What follows belongs to an exercise in optimizing a design on an open flow for small area and a short achievable clock period; a production flow would make more cautious choices. Only simulation tests tie the RTL to the original design; equivalence was not proved. Power figures rest on the tool's default switching activity, not on a simulated workload.

==> violet: inputs <==
## divider
module divider
        (
                input wire signed [31:0] data1,
                input wire signed [31:0] data2,
                input wire clock,
                input wire reset_n,
                output reg signed [31:0] q,
                output reg signed [31:0] r
        );
Settings: LEC_CHECK=0, ABC_AREA=1, CAP_MARGIN=20, CORE_MARGIN=2, CORE_UTILIZATION=40, SLEW_MARGIN=20; clock period 150.0 ns.
run.sh (not shown) runs the stock make flow with config.mk's settings and CLKGATE_MAP_FILE= SYNTH_SCRIPT=/design/flow/synth_recipe.tcl, a recipe that flattens the netlist after the stock synthesis.
==> inputs of willow, as changes to violet <==
==> flow/flow/run.sh (new file) <==
#!/bin/bash
# The standard layout (standard.sh, standard synthesis included), except
# that repair_timing after CTS and after global routing aims for a setup
# slack of flow/setup_margin ns instead of 0, using gate up-sizing only (no
# buffering, pin swaps or cloning), so the netlist keeps the synthesized
# structure. The design's SDC and clock period are used unchanged.
set -euo pipefail
MARGIN=$(cat flow/setup_margin)
bash standard.sh SETUP_SLACK_MARGIN=$MARGIN SETUP_MOVE_SEQUENCE=sizeup \
  SKIP_GATE_CLONING=1 SKIP_PIN_SWAP=1 finish > flow_make.log 2>&1
==> flow/flow/setup_margin (new file) <==
74
==> flow/standard.sh (new file) <==
#!/bin/bash
# synth_recipe.tcl (not shown) runs the flow's synth.tcl, then flattens the netlist and writes it again
# the make line also repeats each setting of config.mk as NAME=value (left out here)
make -C /OpenROAD-flow-scripts/flow DESIGN_CONFIG=/design/flow/config.mk WORK_HOME=/design/flow/orfs CLKGATE_MAP_FILE= SYNTH_SCRIPT=/design/flow/synth_recipe.tcl "${@:-finish}"
removed: flow/run.sh
==> run notes <==
fraction of area in registers 3.26%; CP Depth 349; Tmin final 81.67 ns; met3 Resource Use GR 2.88%; GRT Total Usage 27.5%; multi-input combinational area share 78.2%; status complete, no violations; Worst-Margin Slew 1.05 ns; DR pass1 iterations 7; first-pass GRT wire length 216000 µm; switching share of power 62.8%; WL final 141000 µm; Comb pwr share 87.1%
That was violet.
==> run notes <==
status complete, no violations; simple logic cell fraction of the synthesized area 58.4%; first-pass GRT wire length 217000 µm; CP Depth 339; Tmin final 74.87 ns; fraction of area in registers 2.92%; WL final 146000 µm; switching share of power 62.9%; hold crit path type in2reg; met3 Resource Use GR 3.03%; Comb pwr share 88.2%; DR pass1 iterations 6; GRT Total Usage 27.6%
That was willow.

* * *

==> inputs of run a <==
Another version of the RTL of divider (not shown whole).
Settings: LEC_CHECK=0, ABC_AREA=1, CAP_MARGIN=20, CORE_MARGIN=2, CORE_UTILIZATION=40, SLEW_MARGIN=20; clock period 150.0 ns.
Stock flow here: none of the scripts above is used.
==> inputs of run b, as changes to run a <==
--- a/flow/config.mk
+++ b/flow/config.mk
@@ -10,3 +10,4 @@
 export CORE_MARGIN = 2
-export CORE_UTILIZATION = 40
+export CORE_UTILIZATION = 60
+export PLACE_DENSITY = 0.8
 export SLEW_MARGIN = 20
==> run notes <==
Pre-CTS setup slack: run b 64030 ps; run a 63450 ps
Static leakage power: run b 19.5 nW; run a 19.5 nW
Transition time at the pin with the least slew margin: run b 1100 ps; run a 1140 ps
Post-layout nets: run b 6409; run a 6414
Met2 Resource Use GR: run b 57.0%; run a 41.1%
Buffering overhead: run b 4.54%; run a 4.68%
Relative max-transition margin: run b 26.4%; run a 23.6%
Total net switching power: run b 0.000223 W; run a 0.000225 W
Total iterations of the first detailed-routing run: run b 7; run a 8
Floorplan die area: run b 65100 um2; run a 97000 um2
Power density over the cells: run b 9.52 nW/um2; run a 9.37 nW/um2
Tap cell count: run b 846; run a 1254
Layout cell share with drive strength beyond 1: run b 17.9%; run a 18.1%
Vias in the first global route: run b 36300; run a 36100
Met2 routed wirelength: run b 50200 um; run a 54600 um
Run status: run b complete, no violations; run a complete, no violations
Routed vias: run b 40100; run a 39400
Buffers and inverters on the worst path: run b 26; run a 29
Switching portion of total power: run b 61.4%; run a 62.3%
Clock-pin transition on the worst setup and hold timing paths: run b 70 ps; run a 80 ps
Routed wl met3: run b 8720 um; run a 7020 um
Final min period: run b 86530 ps; run a 85910 ps
Pin count of the biggest net entering global routing: run b 62; run a 57
Antenna Cells: run b 0; run a 1

* * *

==> inputs of v12 <==
Another version of the RTL of divider (not shown whole).
Settings: LEC_CHECK=0, ABC_AREA=1, CAP_MARGIN=20, CORE_MARGIN=2, CORE_UTILIZATION=40, SLEW_MARGIN=20; clock period 150.0 ns.
standard.sh (not shown) runs the stock make flow with config.mk's settings and CLKGATE_MAP_FILE= SYNTH_SCRIPT=/design/flow/synth_recipe.tcl, a recipe that flattens the netlist after the stock synthesis.
==> flow/flow/run.sh <==
#!/bin/bash
# The standard layout (standard.sh, standard synthesis included), with
# two changes:
#  - the buffers ORFS puts on every input and output port are
#    sky130_fd_sc_hd__buf_1 cells instead of the delay cells
#    (clkdlybuf4s50_1) that buffer_ports picks by itself; every port still
#    gets its own buffer;
#  - the post-CTS repair_timing aims for a setup slack of flow/setup_margin
#    ns instead of 0, using gate up-sizing only (no buffering, pin swaps or
#    cloning), so the netlist keeps the synthesized structure.
# The rest (global route with its usual repairs, detailed route, finish) is
# standard. The design's SDC and clock period are used unchanged.
set -euo pipefail
MARGIN=$(cat flow/setup_margin)
IOBUF="BUFFER_PORTS_ARGS=-buffer_cell sky130_fd_sc_hd__buf_1"
bash standard.sh "$IOBUF" SETUP_SLACK_MARGIN=$MARGIN SETUP_MOVE_SEQUENCE=sizeup \
  SKIP_GATE_CLONING=1 SKIP_PIN_SWAP=1 cts > flow_make_cts.log 2>&1
bash standard.sh "$IOBUF" finish > flow_make.log 2>&1
==> flow/flow/setup_margin <==
75
==> v5: changes against v12 <==
==> flow/run.sh (new file) <==
#!/bin/bash
# synth_recipe.tcl (not shown) runs the flow's synth.tcl, then flattens the netlist and writes it again
# the make line also repeats each setting of config.mk as NAME=value (left out here)
make -C /OpenROAD-flow-scripts/flow DESIGN_CONFIG=/design/flow/config.mk WORK_HOME=/design/flow/orfs CLKGATE_MAP_FILE= SYNTH_SCRIPT=/design/flow/synth_recipe.tcl finish
removed: flow/flow/run.sh
removed: flow/flow/setup_margin
removed: flow/standard.sh
==> v31: changes against v12 <==
==> flow/flow/setup_margin (replaced) <==
74
==> run notes <==
v5 ran to the end with no violations. v12 completed without violations. v31 produced a clean layout. Hold slack, lowest first: v5, v12, v31. Global-route usage, highest first: v5, v12, v31. In final cell count, v31 and v5 hardly differ. Final area: v12 > v5 > v31. In clock power, v12 and v5 hardly differ.
==> figures <==
Result of the run: v5 complete, no violations; v31 complete, no violations; v12 complete, no violations
Worst path bufs/invs: v5 34; v31 37; v12 30
Pwr Total: v5 0.000400 W; v31 0.000393 W; v12 0.000397 W
Max-slew headroom at the worst pin: v5 27.4%; v31 21.6%; v12 21.9%
Layout clock area frac: v5 0.847%; v31 0.853%; v12 0.843%
Post-layout instance count excluding filler cells: v5 7927; v31 7931; v12 7931
Total GRT Usage: v5 27.7%; v31 27.5%; v12 27.6%
Placement-stage worst setup slack: v5 70.09 ns; v31 70.89 ns; v12 70.89 ns
Combinational cell power: v5 0.000349 W; v31 0.000341 W; v12 0.000345 W
Critical path depth in cells: v5 357; v31 368; v12 366
Transition time of the tightest slew-check pin: v5 1.09 ns; v31 1.17 ns; v12 1.17 ns

* * *

==> inputs of 01-14 <==
Another version of the RTL of divider (not shown whole).
export LEC_CHECK = 0
export ABC_AREA = 1
export CAP_MARGIN = 20
export CORE_MARGIN = 2
export CORE_UTILIZATION = 40
export SLEW_MARGIN = 20
create_clock -name core_clock -period 150.0 [get_ports {clock}]
==> flow/flow/run.sh <==
#!/bin/bash
# The standard layout (standard.sh, standard synthesis included), except
# that repair_timing after CTS and after global routing aims for a setup
# slack of flow/setup_margin ns instead of 0, using gate up-sizing only (no
# buffering, pin swaps or cloning), so the netlist keeps the synthesized
# structure. The design's SDC and clock period are used unchanged.
set -euo pipefail
MARGIN=$(cat flow/setup_margin)
bash standard.sh SETUP_SLACK_MARGIN=$MARGIN SETUP_MOVE_SEQUENCE=sizeup \
  SKIP_GATE_CLONING=1 SKIP_PIN_SWAP=1 finish > flow_make.log 2>&1
==> flow/flow/setup_margin <==
74
==> 03-21: changes against 01-14 <==
==> flow/run.sh (new file) <==
#!/bin/bash
# synth_recipe.tcl (not shown) runs the flow's synth.tcl, then flattens the netlist and writes it again
# the make line also repeats each setting of config.mk as NAME=value (left out here)
make -C /OpenROAD-flow-scripts/flow DESIGN_CONFIG=/design/flow/config.mk WORK_HOME=/design/flow/orfs CLKGATE_MAP_FILE= SYNTH_SCRIPT=/design/flow/synth_recipe.tcl finish
removed: flow/flow/run.sh
removed: flow/flow/setup_margin
removed: flow/standard.sh
==> summary of the runs <==
Against 01-14, the global-route usage of 03-21 is lower by 0.12 points. Sequential power is about the same in 03-21 and 01-14. Sequential share of layout area: 01-14 is lower than 03-21 (0.39 points). Against 03-21, the first-iteration DRC count of 01-14 is smaller by about 0.35%.

* * *

==> inputs of trial 79 <==
RTL: one of the versions met above, not the one the previous note started from.
clock: 150.0 ns
lec_check: 0
abc_area: 1
cap_margin: 20
core_margin: 2
core_utilization: 40
slew_margin: 20
==> flow/flow/run.sh <==
#!/bin/bash
# The standard layout (standard.sh, standard synthesis included), except
# that the buffers ORFS puts on every input and output port are
# sky130_fd_sc_hd__buf_1 cells, instead of the delay cells
# (clkdlybuf4s50_1) that buffer_ports picks by itself. Every port still
# gets its own buffer; the design's SDC and clock period are unchanged.
set -euo pipefail
bash standard.sh "BUFFER_PORTS_ARGS=-buffer_cell sky130_fd_sc_hd__buf_1" finish > flow_make.log 2>&1
==> inputs of trial 65, as changes to trial 79 <==
==> flow/flow/run.sh (replaced) <==
#!/bin/bash
# The standard layout (standard.sh, standard synthesis included), run in
# two parts: up to CTS, the post-CTS repair_timing aims for a setup slack of
# flow/setup_margin ns instead of 0, using gate up-sizing only (no
# buffering, pin swaps or cloning), so the netlist keeps the synthesized
# structure; the rest (global route with its usual repairs, detailed route,
# finish) is standard. The design's SDC and clock period are used unchanged.
set -euo pipefail
MARGIN=$(cat flow/setup_margin)
bash standard.sh SETUP_SLACK_MARGIN=$MARGIN SETUP_MOVE_SEQUENCE=sizeup \
  SKIP_GATE_CLONING=1 SKIP_PIN_SWAP=1 cts > flow_make_cts.log 2>&1
bash standard.sh finish > flow_make.log 2>&1
==> flow/flow/setup_margin (new file) <==
74
==> qor.txt <==
WORST SETUP PATH
----------------------------------------------------------------
Largest incremental delay on the critical path           0.87 ns

STA
----------------------------------------------------------------
Final period util                                          0.530

CELLS AND AREA
----------------------------------------------------------------
Final standard cell area without fillers               37400 µm²
Clkbuf count                                                  10
Flip-flop and latch share of the layout cell area         0.0343
# diodes                                                       1
Signal buffers share of area                              0.0278

DRT
----------------------------------------------------------------
WL per Instance                                          16.9 µm
Total wire length                                         134 mm
DR pass1 iterations                                            6

GLOBAL ROUTE
----------------------------------------------------------------
First-pass GRT wire length                                207 mm

POWER AND IR DROP
----------------------------------------------------------------
Clk pwr share                                              0.066

OUTCOME
----------------------------------------------------------------
Run status                                          finished clean

PLACED DESIGN
----------------------------------------------------------------
Final RePlAce weighted congestion                          0.970

That was trial 79.
==> qor.txt <==
STA
----------------------------------------------------------------
Final period util                                          0.510
Setup TNS                                                   0 ns

DRT
----------------------------------------------------------------
WL per Instance                                          17.1 µm
Total wire length                                         135 mm
DR pass1 iterations                                            8

GLOBAL ROUTE
----------------------------------------------------------------
Most heavily used metal layer in global routing             met2
First-pass GRT wire length                                211 mm

CELLS AND AREA
----------------------------------------------------------------
# diodes                                                       0
Flip-flop and latch share of the layout cell area         0.0331
Clkbuf count                                                  11
Signal buffers share of area                              0.0474

DIE
----------------------------------------------------------------
Effective utilization at floorplan                         0.404

OUTCOME
----------------------------------------------------------------
Run status                                          finished clean

PLACED DESIGN
----------------------------------------------------------------
Final RePlAce weighted congestion                          0.963

WORST SETUP PATH
----------------------------------------------------------------
Largest incremental delay on the critical path           0.80 ns

POWER AND IR DROP
----------------------------------------------------------------
Clk pwr share                                              0.064

That was trial 65.

==> what the ideal ports hide <==
The flow's constraints put no driver on any port. The routed layouts listed below were extracted and timed again, unchanged, in two steps.
Step 1 sets driving cells, clkbuf_16 on the clock port and buf_2 on the other inputs (assumed; they add their load-dependent delay and slew).
Step 2 adds t to the input delays and takes it off the output delays; t is the mean of the earliest and latest rising clock arrival at the registers after step 1. Input paths then give back, and output paths get back, about the clock's delay inside the block.
Three values: ideal, step 1, step 2; two values: the first two.
run | t (ns) | setup WS [ns] | latest minus earliest clock arrival (ns)
violet | 0.466 | 68.333 / 68.371 / 67.905 | 0.050 / 0.050
willow | 0.467 | 75.127 / 75.153 / 74.687 | 0.048 / 0.049
run a | 0.454 | 64.088 / 64.128 / 63.675 | 0.027 / 0.027
run b | 0.459 | 63.466 / 63.503 / 63.044 | 0.020 / 0.020
v12 | 0.454 | 74.402 / 74.389 / 73.936 | 0.042 / 0.041
v5 | 0.445 | 69.708 / 69.720 / 69.276 | 0.039 / 0.039
v31 | 0.449 | 73.420 / 73.451 / 73.002 | 0.041 / 0.041
01-14 | 0.493 | 75.843 / 75.882 / 75.389 | 0.016 / 0.015
03-21 | 0.496 | 69.826 / 69.878 / 69.381 | 0.019 / 0.019
trial 79 | 0.452 | 70.516 / 70.551 / 70.099 | 0.042 / 0.041
trial 65 | 0.447 | 73.461 / 73.490 / 73.043 | 0.040 / 0.040
After both steps setup and hold are still met in every run listed. For v12, which loses most, drivers alone change the setup slack by -0.013 ns; drivers and shift together by -0.466 ns.
